Background: an optimization exercise with open tools, aiming at small area. Do not read the settings as production practice. In this exercise RTL edits were held to simulation tests only and were not proved equivalent to the original. Power figures rest on the tool's default switching activity, not on a simulated workload.

==> flow/design.v (outline; a module is shown in full before it is edited, if it fits) <==
// module eth_arb_mux: 139 lines
// module lfsr: 54 lines
// module arb_cache: 119 lines
// module arp_eth_rx: 158 lines
// module arp_eth_tx: 146 lines
// module ARP: 242 lines
// module ip_eth_rx: 326 lines
// module ip_eth_tx: 241 lines
// module IP: 224 lines
// module ip_full_stack: 254 lines
module ip_full_stack#(
    parameter CACHE_ADDRW = 5,
    parameter REQ_RET_CNT = 4,
    parameter REQ_RET_INT = 5,
    parameter REQ_TIMEOUT = 5
)(
    input  logic clk,
    input  logic reset,
    input  logic [47 : 0]  local_mac,
    input  logic [31 : 0]  local_ip,
    input  logic [31 : 0]  gateway_ip,
    input  logic [31 : 0]  subnet_mask,
    input  logic           clear_cache,
    input  logic           s_eth_hdr_valid,
    input  logic [47 : 0]  s_eth_dest_mac,
    input  logic [47 : 0]  s_eth_src_mac,
    input  logic [15 : 0]  s_eth_type,    
    input  logic [7  : 0]  s_eth_axi_payload_tdata,
    input  logic           s_eth_axi_payload_tvalid,
    input  logic           s_eth_axi_payload_tlast,    
    input  logic           s_eth_axi_payload_tuser,    
    output logic           s_eth_hdr_ready,
    output logic           s_eth_axi_payload_tready,
    input  logic           m_eth_hdr_ready,
    input  logic           m_eth_axi_payload_tready,
    output logic           m_eth_hdr_valid,
    output logic [47 : 0]  m_eth_dest_mac,
    output logic [47 : 0]  m_eth_src_mac,
    output logic [15 : 0]  m_eth_type,    
    output logic [7  : 0]  m_eth_axi_payload_tdata,
    output logic           m_eth_axi_payload_tvalid,
    output logic           m_eth_axi_payload_tlast,    
    output logic           m_eth_axi_payload_tuser,    
    input  logic           s_ip_hdr_valid,
    input  logic [5  : 0]  s_ip_dscp,
    input  logic [1  : 0]  s_ip_ecn,
    input  logic [15 : 0]  s_ip_len,       
    input  logic [7  : 0]  s_ip_ttl,
    input  logic [7  : 0]  s_ip_protocol,
    input  logic [31 : 0]  s_ip_src_ip,
    input  logic [31 : 0]  s_ip_dest_ip,
    input  logic [7  : 0]  s_ip_axi_payload_tdata,
    input  logic           s_ip_axi_payload_tvalid,
    input  logic           s_ip_axi_payload_tlast,
    input  logic           s_ip_axi_payload_tuser,
    output logic           s_ip_hdr_ready,
    output logic           s_ip_axi_payload_tready,
    input  logic           m_ip_hdr_ready,
    input  logic           m_ip_axi_payload_tready,
    output logic [47 : 0]  m_ip_eth_dest_mac,
    output logic [47 : 0]  m_ip_eth_src_mac,
    output logic [15 : 0]  m_ip_eth_type, 
    output logic           m_ip_hdr_valid,
    output logic [3  : 0]  m_ip_version,
    output logic [3  : 0]  m_ip_ihl,
    output logic [5  : 0]  m_ip_dscp,
    output logic [1  : 0]  m_ip_ecn,
    output logic [15 : 0]  m_ip_len,       
    output logic [15 : 0]  m_ip_iden,
    output logic [2  : 0]  m_ip_flags,
    output logic [12 : 0]  m_ip_frag_off,
    output logic [7  : 0]  m_ip_ttl,
    output logic [7  : 0]  m_ip_protocol,
    output logic [15 : 0]  m_ip_checksum,
    output logic [31 : 0]  m_ip_src_ip,
    output logic [31 : 0]  m_ip_dest_ip,
    output logic [7  : 0]  m_ip_axi_payload_tdata,
    output logic           m_ip_axi_payload_tvalid,
    output logic           m_ip_axi_payload_tlast,
    output logic           m_ip_axi_payload_tuser,
  // ...
==> flow/run.sh <==
#!/bin/bash
# synth_recipe.tcl (not shown) runs the flow's synth.tcl, then flattens the netlist and writes it again
# the make line also repeats each setting of config.mk as NAME=value (left out here)
make -C /OpenROAD-flow-scripts/flow DESIGN_CONFIG=/design/flow/config.mk WORK_HOME=/design/flow/orfs CLKGATE_MAP_FILE= SYNTH_SCRIPT=/design/flow/synth_recipe.tcl finish
==> flow/config.mk <==
export PLATFORM = sky130hd
export DESIGN_NAME = ip_full_stack
export DESIGN_NICKNAME = ip_full_stack
export VERILOG_FILES = /design/flow/design.v
export SDC_FILE = /design/flow/constraint.sdc
export NUM_CORES = 4
export LEC_CHECK = 0
export CAP_MARGIN = 20
export CORE_MARGIN = 2
export CORE_UTILIZATION = 40
export CTS_BUF_LIST = sky130_fd_sc_hd__clkbuf_4
export SLEW_MARGIN = 20
==> flow/constraint.sdc <==
create_clock -name core_clock -period 10.0 [get_ports {clk}]
set_input_delay 2.0000 -clock core_clock [delete_from_list [all_inputs] [get_ports {clk}]]
set_output_delay 2.0000 -clock core_clock [all_outputs]
set_load 0.01 [all_outputs]
==> key figures, run 1 <==
Synth
  • Count leader, synth: edfxtp_1
  • Yosys reg bits: 3422
  • Leading post-synthesis cells by instance count: 3204 x edfxtp_1, 1040 x nand2_1, 586 x mux4_2
  • Post-synthesis area per instance: 16.89 um2
  • Adder-cell share of the synthesized area: 0.007138

Worst setup path
  • Crit path launch: ip_inst.ip_eth_tx_inst.hdr_ptr_r[2]$_SDFFCE_PN0P_
  • Critical Path End Type: register
  • R2R cell count: 30
  • CP endpoint: ip_inst.ip_eth_tx_inst.cnt_r[15]$_DFFE_PP_
  • FF-to-FF Start: ip_inst.ip_eth_tx_inst.hdr_ptr_r[2]$_SDFFCE_PN0P_

Finish
  • Final antenna diode count: 40
  • Share of layout cells above drive strength 1: 0.2298
  • Most flop-heavy register: arp_inst.cache.mem
  • Final core occ: 0.4710
  • Number of flip-flops in the largest register: 2432
  • Sequential Area: 0.1006 mm2
  • Area grow syn2layout: 17.49%
  • FFs & Latches: 3422
  • Fillers: 29780
  • Most frequent cells in the layout: 3204 x edfxtp_1, 1180 x clkbuf_4, 1039 x nand2_1
  • Final clock-cell share: 0.06324

Hold path
  • Hold EP: arp_inst.arp_tx.tha_r[16]$_DFFE_PP_

CTS
  • Clk sinks: 3422
  • CTS Root Cell: clkbuf_4
  • Setup Buffers After CTS: 0
  • Num CTS Buffers: 822

Power
  • Clock group: 11.2 mW
  • Power Dens Cells: 236.3 mW/mm2
  • Leakage power: 54.25 nW

STA
  • Crit share post-route: 0.7476
  • Tightest Pin Transition: 1.225 ns
  • Min Clock Period, post-route: 7.476 ns
  • Layout Skew: 0.1641 ns

Detailed routing
  • Drt via density: 5.741
  • Post-Route WL: 463.7 mm
  • Max Used Layer: met5

Floorplan
  • Rows: 216
  • Initial core utilization: 0.4009
  • Die height: 592.4 um

Run status
  • Status: complete, no violations

Global route
  • Vias in the first global route: 83100
  • GR Util met2: 0.4059

Placement
  • Setup WS pre-CTS: 1.527 ns

Flow run
  • Max-cap viol count: 0
==> run 2: changes to the inputs <==
--- a/flow/config.mk
+++ b/flow/config.mk
@@ -9,4 +9,3 @@
 export CORE_MARGIN = 2
 export CORE_UTILIZATION = 40
-export CTS_BUF_LIST = sky130_fd_sc_hd__clkbuf_4
 export SLEW_MARGIN = 20
==> key figures, run 2 <==
CTS
  • CTS clk-pin slew, worst paths: 0.06 ns
  • Num CTS Buffers: 345 (-58%)
  • CTS Root Cell: clkbuf_16
  • Clock Tree Buf Depth: 4
  • Resize count post-CTS: 0
  • Clock tree from TritonCTS: yes
  • Worst-Skew Late Latency: 0.92 ns
  • H-tree Lvls: 5
  • Setup Buffers After CTS: 0 (unchanged)
  • Clk sinks: 3422 (unchanged)
  • Count of hold-fix buffers inserted at cts: 0

Synth
  • EDFF count, synth: 3204
  • Main flop type after synthesis: edfxtp_1
  • Syn Inst Count: 8196
  • Count leader, synth: edfxtp_1
  • Netlist Area Pre-Place: 0.1385 mm2
  • Leading post-synthesis cells by cell area: edfxtp_1 69%, mux4_2 9.5%, dfxtp_1 3.2%
  • YS warnings: 10
  • Leading post-synthesis cells by instance count: 3204 x edfxtp_1, 1040 x nand2_1, 586 x mux4_2
  • Share of the synthesized area in the top cell type: 0.6948
  • Sequential-to-total area share from yosys stat: 0.7263
  • Post-synthesis area per instance: 16.89 um2 (unchanged)
  • Async S/R FF share, synth: 0
  • Unique cell type count in the Yosys netlist: 90
  • Yosys top cell by area: edfxtp_1
  • Yosys reg bits: 3422 (unchanged)

STA
  • Final Hold Fails: 0
  • Layout Skew: 0.07480 ns (-0.08925 ns)
  • Min Clock Period, post-route: 7.755 ns (+0.2790 ns)
  • Crit share post-route: 0.7755 (+0.02790)
  • Max-slew violations: 0
  • FMAX: 128.9 MHz
  • Setup TNS: 0 ns
  • Setup-failing EPs final: 0
  • Worst relative slew slack: 0.2167
  • RSZ-0062 raised after global routing: no
  • Tightest Pin Transition: 1.167 ns (-0.05752 ns)

Detailed routing
  • Avg WL per Cell: 32.91 um
  • Met3 WL post-DR: 42.81 mm
  • Antenna violation net count after detailed routing: 0
  • DRC: 0
  • Max Used Layer: met5
  • Drt initial violations: 11150
  • Detailed-route via count: 82040
  • Drt via density: 5.870 (+2.3%)
  • Metal1 wirelength: 189.2 mm
  • Post-Route WL: 459.9 mm (-0.82%)
  • Met2 WL: 214.6 mm
  • Initial DRT Pass Iterations: 7

Placement
  • Hpwl dp: 286.2 mm
  • Port Buffers: 764
  • Placed cells: 13300
  • GP Congestion: 0.9596

Finish
  • Most flop-heavy register: arp_inst.cache.mem
  • Commonest non-fill, non-tap cell in the layout: edfxtp_1
  • Area grow syn2layout: 18.08%
  • Share of layout cells above drive strength 1: 0.1710 (-0.05880)
  • Nets@finish: 9563
  • Most frequent cells in the layout: 3204 x edfxtp_1, 1039 x nand2_1, 755 x clkdlybuf4s50_1
  • Layout Cells excl Fill: 13980
  • Number of flip-flops in the largest register: 2432 (unchanged)

Floorplan
  • I/O pin total: 811
  • Initial core utilization: 0.4009 (unchanged)
  • Rows: 216 (unchanged)
  • DIE WIDTH: 592.4 um
  • Core outline area: 0.3454 mm2
  • Die ar.: 0.3509 mm2
  • Die height: 592.4 um (unchanged)

Power
  • NetSw: 12.24 mW
  • Sequential power share: 0.398
  • Total power: 40.10 mW
  • Leakage power: 53.64 nW (-1.1%)
  • Cell Int Power: 27.86 mW
  • Clock power frac: 0.320
  • Max VDD drop: 333.6 uV
  • Sw Ratio: 0.3053
  • Combinational power share: 0.282
  • Power Dens Cells: 245.3 mW/mm2 (+3.8%)

Global route
  • Vias in the first global route: 78880 (-5.1%)
  • GR Overflow Total: 0
  • First-pass GRT wire length: 628.1 mm
  • Initial antenna violation count: 55
  • All-Layer GR Usage: 0.2548
  • Largest net degree at the start of global routing: 129

Worst setup path
  • Critical Path RT: 10.56 ns
  • CP dominant cell by count: a21oi_1
  • Maximum fanout along the worst path: 17
  • Critical Path End Type: register
  • Slowest cell on the critical path: nand3_1
  • FF-to-FF Start: ip_inst.ip_eth_tx_inst.hdr_ptr_r[2]$_SDFFCE_PN0P_
  • Crit path launch: s_eth_axi_payload_tdata[1]
  • Crit path launch type: primary input
  • Crit path largest cell delay: 0.57 ns
  • WS Path Type: primary input to register
  • WP data arrival: 8.32 ns

Run status
  • Status: complete, no violations

Hold path
  • Hold Path Class: register to register
  • Hold_sp: arp_inst.arp_rsp_bcast_r$_SDFF_PP0_

Flow run
  • Max-cap viol count: 0 (unchanged)
run 2: logic make-up after synthesis:
family / after synthesis / share of synthesized area
AOI/OAI and AO/OA: 889 / 0.04275
xor gates and xnor gates: 314 / 0.02057
adders and majority gates: 78 / 0.007138
buffers and inverters: 618 / 0.02292
DFF: 3422 / 0.7263
muxes: 807 / 0.1129
other: 2 / 0.00005424
and+or+nand+nor: 2066 / 0.06735
run 2: stage by stage:
step | util | area, um2 | worst slack, ns | hold slack (ns)
global placement | 0.4395 | 151800 | 1.624 | 0.3992
CTS | 0.4720 | 163000 | 2.387 | 0.4127
floorplan | - | 138600 | 2.542 | 0.3855
detailed placement | 0.4398 | 151900 | 1.527 | 0.3986
finish | 0.4734 | 163500 | 2.245 | 0.4145
global route | 0.4733 | 163500 | 1.770 | 0.4266
run 2: worst paths after layout:
| kind | end | slack [ns] | cells after the start |
|---|---|---|---|
| max | ip_inst.ip_eth_rx_inst.cnt_r[12]$_DFFE_PP_ | 2.24 | 28 |
| min reg2reg | ip_inst.out_bcast_r$_DFFE_PP_ | 0.41 | 0 |
| min | ip_inst.out_bcast_r$_DFFE_PP_ | 0.41 | 0 |
| max reg2reg | ip_inst.ip_eth_tx_inst.cnt_r[15]$_DFFE_PP_ | 2.44 | 30 |
run 2: area by class of cell:
type                            count  area (um2)
Multi-Input combinational cell   4200       35310
Tap cell                         4578        5728
Antenna cell                       30       75.07
Inverter                           83       316.6
Fill cell                       29050      181900
Timing Repair Buffer             1043       10400
Clock buffer                      447        9427
Sequential cell                  3422      100600
Clock inverter                    172        1670
run 2: layer usage:
layer | track usage | vias up
met5 | 0 | -
li1 | - | 33770
met4 | 0.07509 | 10
met1 | 0.3624 | 43170
met2 | 0.4012 | 4425
met3 | 0.04603 | 661
run 2: worst max-delay path, delay by kind of cell:
| family | cells | cell delay, ns |
|---|---|---|
| AND/OR/NAND/NOR | 9 | 2.66 |
| XOR/XNOR | 1 | 0.23 |
| AO/OA/AOI/OAI | 13 | 2.18 |
| adder cells (fa/ha/maj) | 3 | 0.65 |
| buffers and inverters | 2 | 0.54 |
run 2: power groups by stage:
stage / Combinational [mW] / Clock [mW] / Sequential [mW]
floorplan: 7.79 / 0 / 16.1
global placement: 11.3 / 0 / 16.3
detailed placement: 11.3 / 0 / 16.3
CTS: 11.4 / 13.0 / 15.9
global route: 12.1 / 13.5 / 16.0
finish: 11.3 / 12.8 / 16.0
==> run 3: changes to the inputs <==
--- a/flow/config.mk
+++ b/flow/config.mk
@@ -9,3 +9,5 @@
 export CORE_MARGIN = 2
 export CORE_UTILIZATION = 40
+export CTS_CLUSTER_DIAMETER = 60
+export CTS_CLUSTER_SIZE = 30
 export SLEW_MARGIN = 20
==> key figures, run 3 <==
CTS
  • H-tree Lvls: 4 (-1)
  • Clock Tree Buf Depth: 4 (unchanged)
  • Clock tree from TritonCTS: yes
  • CTS Root Cell: clkbuf_16
  • Num CTS Buffers: 188 (-46%)
  • CTS clk-pin slew, worst paths: 0.09 ns (+0.03 ns)
  • Worst-Skew Late Latency: 0.95 ns (+0.03 ns)
  • Clk sinks: 3422 (unchanged)
  • Count of hold-fix buffers inserted at cts: 0 (unchanged)
  • Resize count post-CTS: 0 (unchanged)
  • Setup Buffers After CTS: 0 (unchanged)

Detailed routing
  • Antenna violation net count after detailed routing: 0 (unchanged)
  • Initial DRT Pass Iterations: 10 (+3)
  • DRC: 0 (unchanged)
  • Drt via density: 5.905 (+0.58%)
  • Post-Route WL: 455.5 mm (-0.95%)
  • Avg WL per Cell: 33.26 um (+1.1%)
  • Drt initial violations: 11190 (+0.34%)
  • Detailed-route via count: 80860 (-1.4%)

Power
  • Max VDD drop: 330.0 uV (-1.1%)
  • Cell Int Power: 24.52 mW (-12%)
  • Sw Ratio: 0.3280 (+0.02277)
  • Clock power frac: 0.254 (-0.066)
  • NetSw: 11.97 mW (-2.2%)
  • Combinational power share: 0.309 (+0.027)
  • Sequential power share: 0.437 (+0.039)
  • Total power: 36.48 mW (-9.0%)
  • Leakage power: 51.46 nW (-4.1%)
  • Power Dens Cells: 229.3 mW/mm2 (-6.5%)

Worst setup path
  • Crit path largest cell delay: 0.57 ns (about the same)
  • WP data arrival: 8.30 ns (-0.02 ns)
  • Crit path launch type: primary input
  • Slowest cell on the critical path: nand3_1
  • Critical Path RT: 10.58 ns (+0.02 ns)
  • Critical Path End Type: register
  • Critical path's top delay family: simple AND/OR/NAND/NOR gates
  • Critical path buffer and inverter count: 2 (unchanged)
  • CP dominant cell by count: a21oi_1
  • WS Path Type: primary input to register
  • Maximum fanout along the worst path: 17 (unchanged)

STA
  • FMAX: 129.6 MHz (+0.52%)
  • Tightest Pin Transition: 1.170 ns (+0.002745 ns)
  • Setup-failing EPs final: 0 (unchanged)
  • RSZ-0062 raised after global routing: no
  • Crit share post-route: 0.7715 (-0.004004)
  • Layout Skew: 0.1104 ns (+0.03560 ns)
  • Final Hold Fails: 0 (unchanged)
  • Max-slew violations: 0 (unchanged)
  • Min Clock Period, post-route: 7.715 ns (-0.04004 ns)
  • Setup TNS: 0 ns (unchanged)
  • Worst setup margin: 2.285 ns (+0.04004 ns)
  • Worst relative slew slack: 0.2201 (+0.003390)
  • Final hold slack: 0.4174 ns (+0.002943 ns)

Placement
  • GP Congestion: 0.9596 (unchanged)
  • Placed cells: 13300 (unchanged)
  • Port Buffers: 764 (unchanged)
  • Hpwl dp: 286.2 mm (unchanged)
  • Setup WS pre-CTS: 1.527 ns (unchanged)
  • Post-DP Area: 0.1519 mm2 (unchanged)

Synth
  • Unique cell type count in the Yosys netlist: 90 (unchanged)
  • Syn Inst Count: 8196 (unchanged)
  • Leading post-synthesis cells by instance count: 3204 x edfxtp_1, 1040 x nand2_1, 586 x mux4_2
  • EDFF count, synth: 3204 (unchanged)
  • Yosys top cell by area: edfxtp_1
  • Leading post-synthesis cells by cell area: edfxtp_1 69%, mux4_2 9.5%, dfxtp_1 3.2%
  • Main flop type after synthesis: edfxtp_1
  • Post-synthesis area per instance: 16.89 um2 (unchanged)
  • YS warnings: 10 (unchanged)
  • Share of the synthesized area in the top cell type: 0.6948 (unchanged)
  • Yosys reg bits: 3422 (unchanged)
  • Sequential-to-total area share from yosys stat: 0.7263 (unchanged)
  • Async S/R FF share, synth: 0 (unchanged)
  • Count leader, synth: edfxtp_1
  • Netlist Area Pre-Place: 0.1385 mm2 (unchanged)

Run status
  • Status: complete, no violations

Global route
  • Largest net degree at the start of global routing: 129 (unchanged)
  • First-pass GRT wire length: 621.3 mm (-1.1%)
  • Vias in the first global route: 77190 (-2.1%)
  • All-Layer GR Usage: 0.2524 (-0.002340)
  • GR Overflow Total: 0 (unchanged)
  • Initial antenna violation count: 51 (-7.3%)

Flow run
  • Max-cap viol count: 0 (unchanged)

Finish
  • Layout Cells excl Fill: 13700 (-2.0%)
  • Final core occ: 0.4607 (-0.01264)
  • Post-route cell area: 0.1591 mm2 (-2.7%)
  • Most flop-heavy register: arp_inst.cache.mem
  • Area grow syn2layout: 14.92%
  • Commonest non-fill, non-tap cell in the layout: edfxtp_1
  • Share of layout cells above drive strength 1: 0.1583 (-0.01271)
  • Area of the multi-input gates: 0.03531 mm2 (unchanged)
  • Most frequent cells in the layout: 3204 x edfxtp_1, 1039 x nand2_1, 755 x clkdlybuf4s50_1
  • Number of flip-flops in the largest register: 2432 (unchanged)
  • Nets@finish: 9406 (-1.6%)
  • Sequential Area: 0.1006 mm2 (unchanged)
  • Fillers: 29450 (+1.4%)

Floorplan
  • Rows: 216 (unchanged)
  • I/O pin total: 811 (unchanged)
  • DIE WIDTH: 592.4 um (unchanged)
  • Die height: 592.4 um (unchanged)
  • Die ar.: 0.3509 mm2 (unchanged)
  • Initial core utilization: 0.4009 (unchanged)
  • Core outline area: 0.3454 mm2 (unchanged)

Hold path
  • Hold Path Class: register to register
-- run 3: path summary, 6_finish.rpt --
path / startpoint / end / slack [ns] / depth (start not counted)
worst max-delay path: s_eth_axi_payload_tdata[1] / ip_inst.ip_eth_rx_inst.cnt_r[6]$_DFFE_PP_ / 2.28 / 28
worst min-delay path: arp_inst.arp_rsp_bcast_r$_SDFF_PP0_ / ip_inst.out_bcast_r$_DFFE_PP_ / 0.42 / 0
worst max register to register: ip_inst.ip_eth_tx_inst.hdr_ptr_r[2]$_SDFFCE_PN0P_ / ip_inst.ip_eth_tx_inst.cnt_r[15]$_DFFE_PP_ / 2.47 / 30
worst min register to register: arp_inst.arp_rsp_bcast_r$_SDFF_PP0_ / ip_inst.out_bcast_r$_DFFE_PP_ / 0.42 / 0
-- run 3: cell families after synthesis --
| logic type | synth area share |
|---|---|
| AOI/OAI and AO/OA | 0.04275 |
| xor gates and xnor gates | 0.02057 |
| adders and majority gates | 0.007138 |
| buffers and inverters | 0.02292 |
| DFF | 0.7263 |
| muxes | 0.1129 |
| other | 0.00005424 |
| and+or+nand+nor | 0.06735 |
-- run 3: area by class of cell --
cell class | count | share of cell area
flip-flops and latches | 3422 | 0.6320
multi-input cells | 4200 | 0.2219
repair buffers | 1043 | 0.06525
well taps | 4578 | 0.03599
clock buffers | 200 | 0.03025
clock inverters | 135 | 0.01207
inverters | 83 | 0.001989
diodes | 34 | 0.0005347
-- run 3: per-layer routing --
metal | track usage | vias up | wire, um
li1 | - | 33340 | -
met1 | 0.3598 | 42740 | 188300
met2 | 0.4008 | 4189 | 214200
met3 | 0.04447 | 588 | 41200
met4 | 0.06712 | 6 | 11790
met5 | 0 | - | 34
-- run 3: power groups by stage --
stage                     Sequential (mW)  Combinational, mW  Clock [mW]
final                                15.9               11.3        9.28
after global routing                 15.9               12.1        9.87
after CTS                            15.9               11.3        9.42
after detailed placement             16.3               11.3           0
after global placement               16.3               11.3           0
after floorplan                      16.1               7.79           0
==> run 4: changes to the inputs <==
==> flow/flow/run.sh (new file) <==
#!/bin/bash
# Layout flow: the standard flow (standard.sh, unchanged synthesis, floorplan,
# power grid and routing) with two placement/CTS choices changed:
#  - the port buffers that global placement inserts on every input and output
#    are sky130_fd_sc_hd__buf_1 instead of the resizer's default choice;
#  - clock tree synthesis clusters up to 30 sinks within 60 um per leaf buffer and
#    inserts no dummy loads.
# make's full output goes to flow_make.log here; ORFS's per-step logs are under
# orfs/logs/.
set -euo pipefail
export BUFFER_PORTS_ARGS="-buffer_cell sky130_fd_sc_hd__buf_1"
export CTS_ARGS="-sink_clustering_enable -repair_clock_nets -dont_use_dummy_load -sink_clustering_size 30 -sink_clustering_max_diameter 60"
bash standard.sh finish > flow_make.log 2>&1
==> flow/standard.sh (new file) <==
#!/bin/bash
# synth_recipe.tcl (not shown) runs the flow's synth.tcl, then flattens the netlist and writes it again
# the make line also repeats each setting of config.mk as NAME=value (left out here)
make -C /OpenROAD-flow-scripts/flow DESIGN_CONFIG=/design/flow/config.mk WORK_HOME=/design/flow/orfs CLKGATE_MAP_FILE= SYNTH_SCRIPT=/design/flow/synth_recipe.tcl "${@:-finish}"
removed: flow/run.sh
==> key figures, run 4 <==
Finish
  • Number of flip-flops in the largest register: 2432 (unchanged)
  • Post-route cell area: 0.1523 mm2 (-4.3%)
  • Final core occ: 0.4410 (-0.01976)
  • Commonest non-fill, non-tap cell in the layout: edfxtp_1
  • Nets@finish: 9415 (+0.096%)
  • Most flop-heavy register: arp_inst.cache.mem
  • Area grow syn2layout: 9.995%
  • Most frequent cells in the layout: 3204 x edfxtp_1, 1039 x nand2_1, 755 x buf_1
  • Share of layout cells above drive strength 1: 0.1465 (-0.01187)

Placement
  • Hpwl dp: 289.0 mm (+0.98%)
  • Post-DP Area: 0.1471 mm2 (-3.2%)
  • GP Congestion: 0.9944 (+3.6%)
  • Port Buffers: 764 (unchanged)

Floorplan
  • Core outline area: 0.3454 mm2 (unchanged)
  • DIE WIDTH: 592.4 um (unchanged)
  • I/O pin total: 811 (unchanged)
  • Die height: 592.4 um (unchanged)
  • Die ar.: 0.3509 mm2 (unchanged)
  • Rows: 216 (unchanged)
  • Initial core utilization: 0.4009 (unchanged)

Power
  • Clock power frac: 0.223 (-0.031)
  • Leakage power: 48.47 nW (-5.8%)
  • Sw Ratio: 0.3188 (-0.009260)
  • Max VDD drop: 322.0 uV (-2.4%)
  • Cell Int Power: 23.58 mW (-3.8%)
  • NetSw: 11.03 mW (-7.8%)
  • Power Dens Cells: 227.3 mW/mm2 (-0.88%)
  • Sequential power share: 0.461 (+0.024)
  • Total power: 34.61 mW (-5.1%)
  • Combinational power share: 0.317 (+0.008)

Worst setup path
  • Crit path largest cell delay: 1.02 ns (+0.45 ns)
  • Critical Path End Type: register
  • Crit-path cells: buf_1, xor2_1, a22oi_1, nand4_1, nor4_4, mux2i_4, buf_4, buf_4, buf_4, mux2i_1, nand2_1, o211ai_1, a21oi_1, a21oi_1, nand2_1, o41a_1, a211oi_1, buf_4, nand4_1
  • Maximum fanout along the worst path: 39 (+22)
  • Critical Path RT: 10.63 ns (+0.05 ns)
  • Critical path buffer and inverter count: 5 (+3)
  • WS Path Type: primary input to register
  • Crit path launch type: primary input
  • CP dominant cell by count: buf_4
  • WP data arrival: 8.18 ns (-0.12 ns)
  • Slowest cell on the critical path: mux2i_4
  • Critical path's top delay family: buffers and inverters

Detailed routing
  • DRC: 0 (unchanged)
  • Drt initial violations: 10990 (-1.8%)
  • Antenna violation net count after detailed routing: 0 (unchanged)
  • Drt via density: 5.964 (+1.0%)
  • Detailed-route via count: 80900 (+0.043%)
  • Avg WL per Cell: 33.76 um (+1.5%)
  • Initial DRT Pass Iterations: 7 (-3)
  • Post-Route WL: 457.9 mm (+0.53%)

Synth
  • Post-synthesis mux area share: 0.1129 (unchanged)
  • Post-synthesis area per instance: 16.89 um2 (unchanged)
  • Largest family of logic cells by synthesized area: multiplexers
  • Yosys reg bits: 3422 (unchanged)
  • Unique cell type count in the Yosys netlist: 90 (unchanged)
  • Post-synthesis xor/xnor area fraction: 0.02057 (unchanged)
  • Syn Inst Count: 8196 (unchanged)
  • Leading post-synthesis cells by cell area: edfxtp_1 69%, mux4_2 9.5%, dfxtp_1 3.2%
  • Share of the synthesized area in the top cell type: 0.6948 (unchanged)
  • Async S/R FF share, synth: 0 (unchanged)
  • Main flop type after synthesis: edfxtp_1
  • EDFF count, synth: 3204 (unchanged)
  • Netlist Area Pre-Place: 0.1385 mm2 (unchanged)
  • Yosys top cell by area: edfxtp_1
  • Leading post-synthesis cells by instance count: 3204 x edfxtp_1, 1040 x nand2_1, 586 x mux4_2
  • Adder-cell share of the synthesized area: 0.007138 (unchanged)
  • Complex-gate fraction of the synthesized area: 0.04275 (unchanged)
  • Simple-gate portion of the synthesized area: 0.06735 (unchanged)
  • YS warnings: 10 (unchanged)
  • Sequential-to-total area share from yosys stat: 0.7263 (unchanged)
  • Count leader, synth: edfxtp_1

STA
  • Setup-failing EPs final: 0 (unchanged)
  • Max-slew violations: 0 (unchanged)
  • Tightest Pin Transition: 1.275 ns (+0.1048 ns)
  • Final Hold Fails: 0 (unchanged)
  • Crit share post-route: 0.7550 (-0.01650)
  • Worst relative slew slack: 0.1503 (-0.06984)
  • FMAX: 132.5 MHz (+2.2%)
  • Min Clock Period, post-route: 7.550 ns (-0.1650 ns)
  • Layout Skew: 0.1165 ns (+0.006056 ns)
  • RSZ-0062 raised after global routing: no
  • Setup TNS: 0 ns (unchanged)

CTS
  • Clock Tree Buf Depth: 4 (unchanged)
  • Clock tree from TritonCTS: yes
  • Num CTS Buffers: 188 (unchanged)
  • H-tree Lvls: 4 (unchanged)
  • Count of hold-fix buffers inserted at cts: 0 (unchanged)
  • Setup Buffers After CTS: 0 (unchanged)
  • Clk sinks: 3422 (unchanged)
  • Resize count post-CTS: 0 (unchanged)
  • CTS Root Cell: clkbuf_16
  • CTS clk-pin slew, worst paths: 0.11 ns (+0.02 ns)
  • Worst-Skew Late Latency: 0.93 ns (-0.02 ns)

Run status
  • Status: complete, no violations

Hold path
  • Hold Path Class: register to register

Global route
  • Vias in the first global route: 76980 (-0.28%)
  • First-pass GRT wire length: 625.0 mm (+0.59%)
  • Initial antenna violation count: 84 (+65%)
  • GR Overflow Total: 0 (unchanged)
  • Largest net degree at the start of global routing: 124 (-3.9%)
  • All-Layer GR Usage: 0.2544 (+0.001916)

Flow run
  • Max-cap viol count: 0 (unchanged)
## run 4: changes by cell type in the layout (fill, tap and decap cells not counted), sizes merged, moves of 7 or more
cell,before,now
buf,288,1043
bufinv,11,0
clkdlybuf4s50,755,0
clkinv,48,2
diode,34,41
inv,155,81
## run 4: power groups by stage
stage / logic (mW) / registers, mW / clock network [mW]
finish: 11.0 / 15.9 / 7.71
global placement: 11.0 / 16.3 / 0
CTS: 11.1 / 15.9 / 7.83
detailed placement: 11.0 / 16.3 / 0
floorplan: 7.79 / 16.1 / 0
global route: 11.7 / 16.0 / 8.27
## run 4: final cells by class
class | count | area, um2
antenna | 41 | 102.6
sequential | 3422 | 100600
multi-input combinational | 4200 | 35290
fill | 30110 | 193100
tap | 4578 | 5728
inverter | 83 | 316.6
clock buffer | 188 | 4705
timing repair buffer | 1052 | 5587
## run 4: kinds of logic after synthesis
family | count (synthesis)
DFF | 3422
and+or+nand+nor | 2066
AOI/OAI and AO/OA | 889
muxes | 807
buffers and inverters | 618
xor gates and xnor gates | 314
adders and majority gates | 78
other | 2
## run 4: metal layers
layer,GRT usage,vias to the layer above,part of all wire
li1,-,33160,-
met3,0.05875,732,0.10
met5,0.004329,-,0.00078
met2,0.3978,4428,0.46
met4,0.08306,26,0.036
met1,0.3518,42560,0.40
## run 4: final timing paths
kind / to / from / depth (start not counted) / slack, ns
max: arp_inst.cache.query_rsp_err_r$_DFFE_PP_ / gateway_ip[4] / 19 / 2.45
min: arp_inst.arp_tx.tpa_r[19]$_DFFE_PP_ / arp_inst.Out_arp_tpa_r[19]$_DFF_P_ / 0 / 0.40
max reg2reg: ip_inst.ip_eth_tx_inst.cnt_r[15]$_DFFE_PP_ / ip_inst.ip_eth_tx_inst.hdr_ptr_r[2]$_SDFFCE_PN0P_ / 29 / 2.58
min reg2reg: arp_inst.arp_tx.tpa_r[19]$_DFFE_PP_ / arp_inst.Out_arp_tpa_r[19]$_DFF_P_ / 0 / 0.40
## run 4: metrics by stage
stage               hold slack [ns]  worst slack (ns)  cells
floorplan                    0.3855             2.542   8240
global placement             0.3936             1.594  13310
detailed placement           0.4126             1.594  13310
CTS                          0.3888             2.525  13490
global route                 0.3987             1.954  13540
finish                       0.3960             2.450  13560

## static timing again, ports no longer ideal
In the flow no input, the clock included, has a driving cell. The finished layouts below were timed again as built, in two steps.
Step 1: set_driving_cell puts a clkbuf_16 on clk and a buf_2 on each other input, an assumption about the parent block.
Step 2 times the ports against the registers' clock, not the clock port: input delays grow and output delays shrink by t, the midpoint of the rising clock arrivals with the driver on.
a / b / c = no drivers / after step 1 / after step 2; a / b = the first two.
run	t (ns)	slack for setup (ns)	worst hold slack (ns)	clock arrival spread, ns	worst slew at a driven data input, ns
run 1	1.456	2.524 / 2.524 / 1.252	0.384 / 0.384 / 0.384	0.178 / 0.178	0.33
run 2	0.993	2.245 / 2.342 / 1.349	0.415 / 0.415 / 0.415	0.087 / 0.087	0.31
run 3	1.010	2.285 / 2.371 / 1.362	0.417 / 0.417 / 0.417	0.111 / 0.111	0.31
run 4	0.992	2.450 / 2.476 / 1.484	0.396 / 0.396 / 0.396	0.132 / 0.132	0.32
After both steps every run listed still meets setup and hold. The setup slack of run 1, which loses most, moves by 0.000 ns with the drivers and by -1.272 ns with both steps.
